From an optimization exercise on the open Yosys and OpenROAD flow, aimed at small area, a short achievable clock period and few clock cycles per item; shortcuts taken in it are not production practice.

==> inputs of v6 <==
## net_4_8_12_16_16_1_10
module net_4_8_12_16_16_1_10 (clk, reset, input_valid, input_ready, input_data, output_valid, output_ready, output_data);
Settings: LEC_CHECK=0, CAP_MARGIN=20, CORE_MARGIN=2, CORE_UTILIZATION=40, SLEW_MARGIN=20; clock period 10.0 ns.
run.sh (not shown) runs the stock make flow with config.mk's settings and CLKGATE_MAP_FILE= SYNTH_SCRIPT=/design/flow/synth_recipe.tcl, a recipe that flattens the netlist after the stock synthesis.
==> inputs of v37, as changes to v6 <==
==> flow/design.v (replaced) <==
module fcn_prod_u (
  input  logic [14:0]       h,
  input  logic signed [3:0] w,
  output logic [15:0]       pm,
  output logic              s
);
  logic        op;
  logic [3:0]  mag;
  logic [17:0] a, b, bx, m;
  always_comb begin
    s   = w[3];
    mag = s ? 4'(-w) : 4'(w);
    case (mag)
      4'd3, 4'd4, 4'd5, 4'd6: a = {1'b0, h, 2'b00};
      4'd7, 4'd8:             a = {h, 3'b000};
      default:                a = 18'd0;
    endcase
    case (mag)
      4'd1, 4'd3, 4'd5, 4'd7: b = {3'b000, h};
      4'd2, 4'd6:             b = {2'b00, h, 1'b0};
      default:                b = 18'd0;
    endcase
    op = (mag == 4'd3) || (mag == 4'd7);
    bx = b ^ {18{op}};
  end
  assign m = a + bx + 18'(op);
  assign pm = (m[17:15] != 3'd0) ? {s, {15{~s}}} : {1'b0, m[14:0]};
endmodule
module fcn_acc #(parameter FIRST = 0) (
  input  logic [15:0]        pm,
  input  logic               s,
  input  logic signed [15:0] acc_in,
  output logic signed [15:0] acc_out
);
  logic [16:0] a, bx, sum;
  assign a  = FIRST ? 17'd0 : {acc_in[15], acc_in};
  assign bx = {1'b0, pm} ^ {17{s}};
  assign sum = a + bx + 17'(s);
  assign acc_out = (sum[16] != sum[15]) ? {sum[16], {15{~sum[16]}}} : sum[15:0];
endmodule
module fcn_prod_s (
  input  logic signed [15:0] x,
  input  logic signed [3:0]  w,
  output logic [15:0]        pm,
  output logic               s
);
  logic signed [19:0] p;
  logic signed [15:0] ps;
  always_comb begin
    p  = x * w;
    ps = (p > 20'sd32767) ? 16'sh7fff : (p < -20'sd32768) ? 16'sh8000 : p[15:0];
    s  = ps[15];
    pm = s ? 16'(-ps) : ps;
  end
endmodule
module net_4_8_12_16_16_1_10 (clk, reset, input_valid, input_ready, input_data, output_valid, output_ready, output_data);
input clk, reset, input_valid, output_ready;
input signed [15:0] input_data;
output logic signed [15:0] output_data;
output output_valid, input_ready;
function automatic logic signed [3:0] l1_w(input logic [3:0] c, input int j);
  logic signed [3:0] w;
  w = 4'sd0;
  case (j)
    0: case (c)
      4'd0: w = 4'sd1;
      4'd1: w = 4'sd2;
      4'd2: w = 4'sd6;
      4'd3: w = 4'sd4;
      4'd4: w = 4'sd7;
      4'd5: w = -4'sd2;
      4'd6: w = 4'sd4;
      4'd15: w = 4'sd1;
      default: w = 4'sd0;
    endcase
    1: case (c)
      4'd0: w = -4'sd5;
      4'd1: w = -4'sd3;
      4'd2: w = -4'sd7;
      4'd3: w = -4'sd1;
      4'd4: w = -4'sd7;
      4'd5: w = 4'sd7;
      4'd6: w = 4'sd4;
      4'd7: w = 4'sd2;
      default: w = 4'sd0;
    endcase
    2: case (c)
      4'd1: w = -4'sd8;
      4'd2: w = 4'sd7;
      4'd3: w = 4'sd5;
      4'd4: w = 4'sd7;
      4'd5: w = 4'sd6;
      4'd6: w = 4'sd3;
      4'd7: w = 4'sd1;
      4'd8: w = -4'sd4;
      default: w = 4'sd0;
    endcase
    3: case (c)
      4'd2: w = -4'sd7;
      4'd3: w = 4'sd4;
      4'd4: w = 4'sd7;
      4'd5: w = 4'sd5;
      4'd6: w = 4'sd7;
      4'd7: w = -4'sd8;
      4'd8: w = 4'sd1;
      4'd9: w = -4'sd3;
      default: w = 4'sd0;
    endcase
    default: w = 4'sd0;
  endcase
  l1_w = w;
endfunction
function automatic logic signed [3:0] l2_w(input logic [3:0] c, input int j);
  logic signed [3:0] w;
  w = 4'sd0;
  case (j)
    0: case (c)
      4'd4: w = 4'sd5;
      4'd5: w = 4'sd0;
      4'd6: w = -4'sd5;
      4'd7: w = 4'sd3;
      4'd8: w = 4'sd1;
      4'd9: w = 4'sd4;
      4'd10: w = 4'sd6;
      4'd11: w = -4'sd5;
      4'd12: w = 4'sd2;
      4'd13: w = 4'sd1;
      4'd14: w = -4'sd1;
      4'd15: w = -4'sd1;
      default: w = 4'sd0;
    endcase
    1: case (c)
      4'd0: w = 4'sd5;
      4'd5: w = -4'sd4;
      4'd6: w = 4'sd7;
      4'd7: w = -4'sd6;
      4'd8: w = 4'sd5;
      4'd9: w = -4'sd5;
      4'd10: w = 4'sd2;
      4'd11: w = 4'sd2;
      4'd12: w = -4'sd1;
      4'd13: w = 4'sd1;
      4'd14: w = 4'sd7;
      4'd15: w = 4'sd0;
      default: w = 4'sd0;
    endcase
    2: case (c)
      4'd0: w = 4'sd0;
      4'd1: w = 4'sd5;
      4'd6: w = -4'sd1;
      4'd7: w = -4'sd5;
      4'd8: w = -4'sd5;
      4'd9: w = -4'sd8;
      4'd10: w = 4'sd2;
      4'd11: w = 4'sd0;
      4'd12: w = -4'sd5;
      4'd13: w = 4'sd2;
      4'd14: w = 4'sd0;
      4'd15: w = -4'sd2;
      default: w = 4'sd0;
    endcase
    3: case (c)
      4'd0: w = -4'sd3;
      4'd1: w = 4'sd7;
      4'd2: w = -4'sd5;
      4'd7: w = -4'sd2;
      4'd8: w = -4'sd2;
      4'd9: w = -4'sd5;
      4'd10: w = -4'sd1;
      4'd11: w = -4'sd5;
      4'd12: w = -4'sd5;
      4'd13: w = 4'sd7;
      4'd14: w = 4'sd2;
      4'd15: w = -4'sd4;
      default: w = 4'sd0;
    endcase
    4: case (c)
      4'd0: w = -4'sd2;
      4'd1: w = 4'sd3;
      4'd2: w = 4'sd7;
      4'd3: w = -4'sd4;
      4'd8: w = 4'sd2;
      4'd9: w = -4'sd1;
      4'd10: w = -4'sd7;
      4'd11: w = -4'sd1;
      4'd12: w = 4'sd2;
      4'd13: w = 4'sd4;
      4'd14: w = 4'sd0;
      4'd15: w = 4'sd4;
      default: w = 4'sd0;
    endcase
    5: case (c)
      4'd0: w = -4'sd1;
      4'd1: w = 4'sd7;
      4'd2: w = 4'sd5;
      4'd3: w = 4'sd7;
      4'd4: w = 4'sd3;
      4'd9: w = -4'sd2;
      4'd10: w = -4'sd6;
      4'd11: w = 4'sd6;
      4'd12: w = -4'sd4;
      4'd13: w = 4'sd5;
      4'd14: w = 4'sd4;
      4'd15: w = -4'sd2;
      default: w = 4'sd0;
    endcase
    6: case (c)
      4'd0: w = -4'sd1;
      4'd1: w = 4'sd6;
      4'd2: w = -4'sd2;
      4'd3: w = -4'sd3;
      4'd4: w = -4'sd5;
      4'd5: w = 4'sd0;
      4'd10: w = -4'sd6;
      4'd11: w = -4'sd5;
      4'd12: w = -4'sd5;
      4'd13: w = 4'sd4;
      4'd14: w = -4'sd1;
      4'd15: w = -4'sd1;
      default: w = 4'sd0;
    endcase
    7: case (c)
      4'd0: w = -4'sd8;
      4'd1: w = -4'sd5;
      4'd2: w = -4'sd3;
      4'd3: w = -4'sd6;
      4'd4: w = 4'sd1;
      4'd5: w = -4'sd6;
      4'd6: w = 4'sd7;
      4'd11: w = -4'sd4;
      4'd12: w = -4'sd5;
      4'd13: w = -4'sd1;
      4'd14: w = -4'sd4;
      4'd15: w = -4'sd6;
      default: w = 4'sd0;
    endcase
    default: w = 4'sd0;
  endcase
  l2_w = w;
endfunction
function automatic logic signed [3:0] l3_w(input logic [3:0] c, input int j);
  logic signed [3:0] w;
  w = 4'sd0;
  case (j)
    0: case (c)
      4'd0: w = 4'sd0;
      4'd1: w = -4'sd1;
      4'd2: w = 4'sd6;
      4'd3: w = -4'sd3;
      4'd4: w = -4'sd5;
      4'd5: w = 4'sd2;
      4'd6: w = -4'sd8;
      4'd7: w = -4'sd4;
      4'd8: w = -4'sd4;
      4'd9: w = -4'sd6;
      4'd10: w = 4'sd6;
      4'd11: w = -4'sd7;
      4'd12: w = -4'sd6;
      4'd13: w = -4'sd4;
      4'd14: w = -4'sd8;
      4'd15: w = -4'sd1;
      default: w = 4'sd0;
    endcase
    1: case (c)
      4'd0: w = 4'sd2;
      4'd1: w = -4'sd7;
      4'd2: w = -4'sd6;
      4'd3: w = 4'sd0;
      4'd4: w = -4'sd4;
      4'd5: w = -4'sd5;
      4'd6: w = 4'sd2;
      4'd7: w = 4'sd1;
      4'd8: w = 4'sd6;
      4'd9: w = -4'sd8;
      4'd10: w = 4'sd6;
      4'd11: w = -4'sd3;
      4'd12: w = 4'sd2;
      4'd13: w = 4'sd6;
      4'd14: w = -4'sd8;
      4'd15: w = -4'sd5;
      default: w = 4'sd0;
    endcase
    2: case (c)
      4'd0: w = 4'sd5;
      4'd1: w = 4'sd7;
      4'd2: w = 4'sd6;
      4'd3: w = -4'sd4;
      4'd4: w = 4'sd3;
      4'd5: w = 4'sd2;
      4'd6: w = -4'sd3;
      4'd7: w = -4'sd7;
      4'd8: w = 4'sd1;
      4'd9: w = 4'sd2;
      4'd10: w = 4'sd7;
      4'd11: w = 4'sd7;
      4'd12: w = -4'sd1;
      4'd13: w = 4'sd5;
      4'd14: w = -4'sd7;
      4'd15: w = -4'sd5;
      default: w = 4'sd0;
    endcase
    3: case (c)
      4'd0: w = 4'sd2;
      4'd1: w = -4'sd1;
      4'd2: w = 4'sd3;
      4'd3: w = -4'sd7;
      4'd4: w = 4'sd4;
      4'd5: w = -4'sd3;
      4'd6: w = -4'sd5;
      4'd7: w = 4'sd7;
      4'd8: w = 4'sd3;
      4'd9: w = 4'sd0;
      4'd10: w = -4'sd8;
      4'd11: w = 4'sd1;
      4'd12: w = 4'sd1;
      4'd13: w = -4'sd7;
      4'd14: w = -4'sd2;
      4'd15: w = 4'sd5;
      default: w = 4'sd0;
    endcase
    4: case (c)
      4'd0: w = -4'sd5;
      4'd1: w = 4'sd7;
      4'd2: w = 4'sd3;
      4'd3: w = -4'sd3;
      4'd4: w = -4'sd4;
      4'd5: w = 4'sd3;
      4'd6: w = -4'sd2;
      4'd7: w = -4'sd2;
      4'd8: w = 4'sd2;
      4'd9: w = -4'sd5;
      4'd10: w = 4'sd3;
      4'd11: w = 4'sd1;
      4'd12: w = 4'sd3;
      4'd13: w = 4'sd7;
      4'd14: w = 4'sd1;
      4'd15: w = 4'sd0;
      default: w = 4'sd0;
    endcase
    5: case (c)
      4'd0: w = -4'sd8;
      4'd1: w = -4'sd4;
      4'd2: w = 4'sd2;
      4'd3: w = -4'sd3;
      4'd4: w = -4'sd1;
      4'd5: w = 4'sd3;
      4'd6: w = -4'sd7;
      4'd7: w = 4'sd7;
      4'd8: w = -4'sd3;
      4'd9: w = -4'sd5;
      4'd10: w = -4'sd8;
      4'd11: w = -4'sd4;
      4'd12: w = 4'sd1;
      4'd13: w = 4'sd3;
      4'd14: w = 4'sd5;
      4'd15: w = -4'sd2;
      default: w = 4'sd0;
    endcase
    6: case (c)
      4'd0: w = -4'sd1;
      4'd1: w = -4'sd2;
      4'd2: w = -4'sd7;
      4'd3: w = 4'sd5;
      4'd4: w = -4'sd2;
      4'd5: w = 4'sd2;
      4'd6: w = -4'sd3;
      4'd7: w = 4'sd0;
      4'd8: w = 4'sd3;
      4'd9: w = 4'sd5;
      4'd10: w = -4'sd8;
      4'd11: w = -4'sd7;
      4'd12: w = 4'sd3;
      4'd13: w = -4'sd6;
      4'd14: w = -4'sd4;
      4'd15: w = 4'sd2;
      default: w = 4'sd0;
    endcase
    7: case (c)
      4'd0: w = -4'sd5;
      4'd1: w = 4'sd5;
      4'd2: w = 4'sd2;
      4'd3: w = -4'sd7;
      4'd4: w = 4'sd0;
      4'd5: w = 4'sd2;
      4'd6: w = 4'sd2;
      4'd7: w = -4'sd4;
      4'd8: w = -4'sd6;
      4'd9: w = 4'sd6;
      4'd10: w = 4'sd6;
      4'd11: w = 4'sd1;
      4'd12: w = 4'sd0;
      4'd13: w = 4'sd7;
      4'd14: w = -4'sd5;
      4'd15: w = 4'sd3;
      default: w = 4'sd0;
    endcase
    8: case (c)
      4'd0: w = -4'sd4;
      4'd1: w = 4'sd3;
      4'd2: w = -4'sd2;
      4'd3: w = 4'sd7;
      4'd4: w = 4'sd1;
      4'd5: w = 4'sd1;
      4'd6: w = -4'sd3;
      4'd7: w = -4'sd1;
      4'd8: w = 4'sd6;
      4'd9: w = 4'sd3;
      4'd10: w = -4'sd7;
      4'd11: w = -4'sd1;
      4'd12: w = 4'sd4;
      4'd13: w = -4'sd3;
      4'd14: w = -4'sd1;
      4'd15: w = -4'sd5;
      default: w = 4'sd0;
    endcase
    9: case (c)
      4'd0: w = -4'sd5;
      4'd1: w = 4'sd6;
      4'd2: w = -4'sd3;
      4'd3: w = -4'sd2;
      4'd4: w = -4'sd3;
      4'd5: w = 4'sd0;
      4'd6: w = -4'sd5;
      4'd7: w = 4'sd1;
      4'd8: w = 4'sd6;
      4'd9: w = -4'sd6;
      4'd10: w = -4'sd1;
      4'd11: w = 4'sd1;
      4'd12: w = -4'sd6;
      4'd13: w = 4'sd3;
      4'd14: w = 4'sd3;
      4'd15: w = -4'sd8;
      default: w = 4'sd0;
    endcase
    10: case (c)
      4'd0: w = 4'sd6;
      4'd1: w = 4'sd7;
      4'd2: w = -4'sd5;
      4'd3: w = -4'sd5;
      4'd4: w = -4'sd2;
      4'd5: w = -4'sd5;
      4'd6: w = -4'sd6;
      4'd7: w = 4'sd5;
      4'd8: w = 4'sd5;
      4'd9: w = -4'sd4;
      4'd10: w = 4'sd3;
      4'd11: w = 4'sd6;
      4'd12: w = 4'sd7;
      4'd13: w = 4'sd2;
      4'd14: w = 4'sd6;
      4'd15: w = 4'sd4;
      default: w = 4'sd0;
    endcase
    11: case (c)
      4'd0: w = 4'sd3;
      4'd1: w = -4'sd7;
      4'd2: w = -4'sd2;
      4'd3: w = -4'sd8;
      4'd4: w = -4'sd4;
      4'd5: w = -4'sd7;
      4'd6: w = 4'sd6;
      4'd7: w = -4'sd6;
      4'd8: w = -4'sd4;
      4'd9: w = 4'sd4;
      4'd10: w = -4'sd2;
      4'd11: w = 4'sd2;
      4'd12: w = -4'sd7;
      4'd13: w = -4'sd3;
      4'd14: w = -4'sd5;
      4'd15: w = -4'sd6;
      default: w = 4'sd0;
    endcase
    default: w = 4'sd0;
  endcase
  l3_w = w;
endfunction
  logic [3:0] c;            
  logic       v0, v1, v2;   
  logic [2:0] wcnt;         
  logic       ovalid, adv, empty, take, full_next, launch;
  assign ovalid = (c >= 4'd10) ? v1 : v2;
  assign adv    = ~(ovalid & ~output_ready);
  assign empty  = ~(v0 | v1 | v2);
  assign input_ready = ~wcnt[2] & ~(v0 & ({1'b0, c} < 5'(wcnt) + 5'd8));
  assign take      = input_valid & input_ready;
  assign full_next = wcnt[2] | (wcnt[1] & wcnt[0] & take);
  assign launch    = adv & full_next & (c == 4'd15);
  always_ff @(posedge clk) begin
    if (reset) begin
      c <= 4'd15;
      v0 <= 1'b0; v1 <= 1'b0; v2 <= 1'b0;
      wcnt <= 3'd0;
    end else begin
      if (launch)
        wcnt <= 3'd0;
      else if (take)
        wcnt <= wcnt + 3'd1;
      if (adv) begin
        c <= (empty & ~launch) ? 4'd15 : c + 4'd1;
        if (c == 4'd15) begin
          v0 <= launch; v1 <= v0; v2 <= v1;
        end
      end
    end
  end
  assign output_valid = ovalid;
  logic signed [15:0] x [4];
  always_ff @(posedge clk)
    if (take) x[wcnt[1:0]] <= input_data;
  logic signed [15:0] a1 [4];
  logic signed [15:0] r1 [4];
  logic [15:0] pm1 [4];
  logic        ps1 [4];
  for (genvar j = 0; j < 4; j++) begin : g_l1
    logic [15:0] pmc; logic psc;
    fcn_prod_s u_p (.x(x[j]), .w(l1_w(c, j)), .pm(pmc), .s(psc));
    always_ff @(posedge clk) if (adv) begin pm1[j] <= pmc; ps1[j] <= psc; end
    fcn_acc #(.FIRST(j == 0)) u_a (.pm(pm1[j]), .s(ps1[j]), .acc_in(j == 0 ? 16'sd0 : r1[j == 0 ? 0 : j-1]), .acc_out(a1[j]));
    if (j < 3) begin : g_r
      always_ff @(posedge clk) if (adv) r1[j] <= a1[j];
    end
  end
  logic [14:0] h1bus;
  assign h1bus = a1[3][15] ? 15'd0 : a1[3][14:0];
  logic [14:0] h1 [8];
  logic signed [15:0] a2 [8];
  logic signed [15:0] r2 [8];
  logic [15:0] pm2 [8];
  logic        ps2 [8];
  for (genvar j = 0; j < 8; j++) begin : g_l2
    always_ff @(posedge clk) if (adv && c == 4'((3 + j) % 16)) h1[j] <= h1bus;
    logic [15:0] pmc; logic psc;
    fcn_prod_u u_p (.h(h1[j]), .w(l2_w(c, j)), .pm(pmc), .s(psc));
    always_ff @(posedge clk) if (adv) begin pm2[j] <= pmc; ps2[j] <= psc; end
    fcn_acc #(.FIRST(j == 0)) u_a (.pm(pm2[j]), .s(ps2[j]), .acc_in(j == 0 ? 16'sd0 : r2[j == 0 ? 0 : j-1]), .acc_out(a2[j]));
    if (j < 7) begin : g_r
      always_ff @(posedge clk) if (adv) r2[j] <= a2[j];
    end
  end
  logic [14:0] h2bus;
  assign h2bus = a2[7][15] ? 15'd0 : a2[7][14:0];
  logic [14:0] h2 [12];
  logic signed [15:0] a3 [12];
  logic signed [15:0] r3 [12];
  logic [15:0] pm3 [12];
  logic        ps3 [12];
  for (genvar j = 0; j < 12; j++) begin : g_l3
    always_ff @(posedge clk) if (adv && c == 4'((12 + j) % 16)) h2[j] <= h2bus;
    logic [15:0] pmc; logic psc;
    fcn_prod_u u_p (.h(h2[j]), .w(l3_w(c, j)), .pm(pmc), .s(psc));
    always_ff @(posedge clk) if (adv) begin pm3[j] <= pmc; ps3[j] <= psc; end
    fcn_acc #(.FIRST(j == 0)) u_a (.pm(pm3[j]), .s(ps3[j]), .acc_in(j == 0 ? 16'sd0 : r3[j == 0 ? 0 : j-1]), .acc_out(a3[j]));
    if (j < 11) begin : g_r
      always_ff @(posedge clk) if (adv) r3[j] <= a3[j];
    end
  end
  logic [14:0] yreg;
  always_ff @(posedge clk) if (adv) yreg <= a3[11][15] ? 15'd0 : a3[11][14:0];
  assign output_data = {1'b0, yreg};
endmodule
==> qor summary <==
item                                                                            v6             v37
Result of the run                                                   finished clean  finished clean
Instance area after placement                                            98100 um2      104900 um2
Most numerous cell in the Yosys netlist                                       ha_1         a21oi_1
Net count, final                                                             11670           11470
Final worst hold slack                                                   0.5030 ns       0.4868 ns
Yosys warning total                                                             18              28
Global-route wire length before repair                                    393.0 mm        404.3 mm
Source-to-sink clock delay at the later pin of the worst-skew pair         0.77 ns         0.84 ns
Part of the cycle the worst path needs                                      0.9126          0.8011
Combined area of the multi-input logic cells                             67260 um2       62220 um2
Largest fanout on the critical path                                             17              20
Final design utilization                                                    0.4317          0.4377
Clkbuf count                                                                   118             179
Number of synthesized register bits                                            821            1229
Logic depth of the worst register-to-register path                              28              27
Initial antenna violation count                                                 23              16
Core region area                                                        235000 um2      251900 um2
Cell count along the critical path                                              28              27
Post-synth EDFFs                                                               715            1123
Via count of the first global-routing pass                                   69880           74240
Average wire length per cell after detail routing                         19.20 um        18.31 um
Die Area                                                                239700 um2      257800 um2
Crit Reg-Reg Startpoint                                             g_l2[4].u.w[3]            c[3]
No run of this note included a check of the RTL's function; only the layout flow was run.

-- afterwards: timing with drivers on the ports --
The flow's constraints put no driver on any port. The routed layouts listed below were extracted and timed again, unchanged, in two steps. Step 1 (the two cells are an assumption about what drives the block):
set clk [get_ports {clk}]
set_driving_cell -lib_cell sky130_fd_sc_hd__clkbuf_16 $clk
set_driving_cell -lib_cell sky130_fd_sc_hd__buf_2 [delete_from_list [all_inputs] $clk]
Step 2 moves the port delays by t, midway between the first and last clock arrival at a register: inputs arrive t later, outputs are due t later. That takes back most of the time a late clock gives input paths. Three values: ideal ports, drivers, drivers and shift; two values: the first two.
| run | shift t [ns] | slack for setup (ns) | worst hold slack (ns) | worst data-port slew with drivers (ns) |
|---|---|---|---|---|
| v6 | 0.840 | 0.874 / 0.874 / 0.874 | 0.503 / 0.503 / 0.503 | 0.18 |
| v37 | 0.911 | 1.989 / 1.989 / 1.989 | 0.487 / 0.487 / 0.487 | 0.18 |
After both steps every run listed still meets setup and hold.
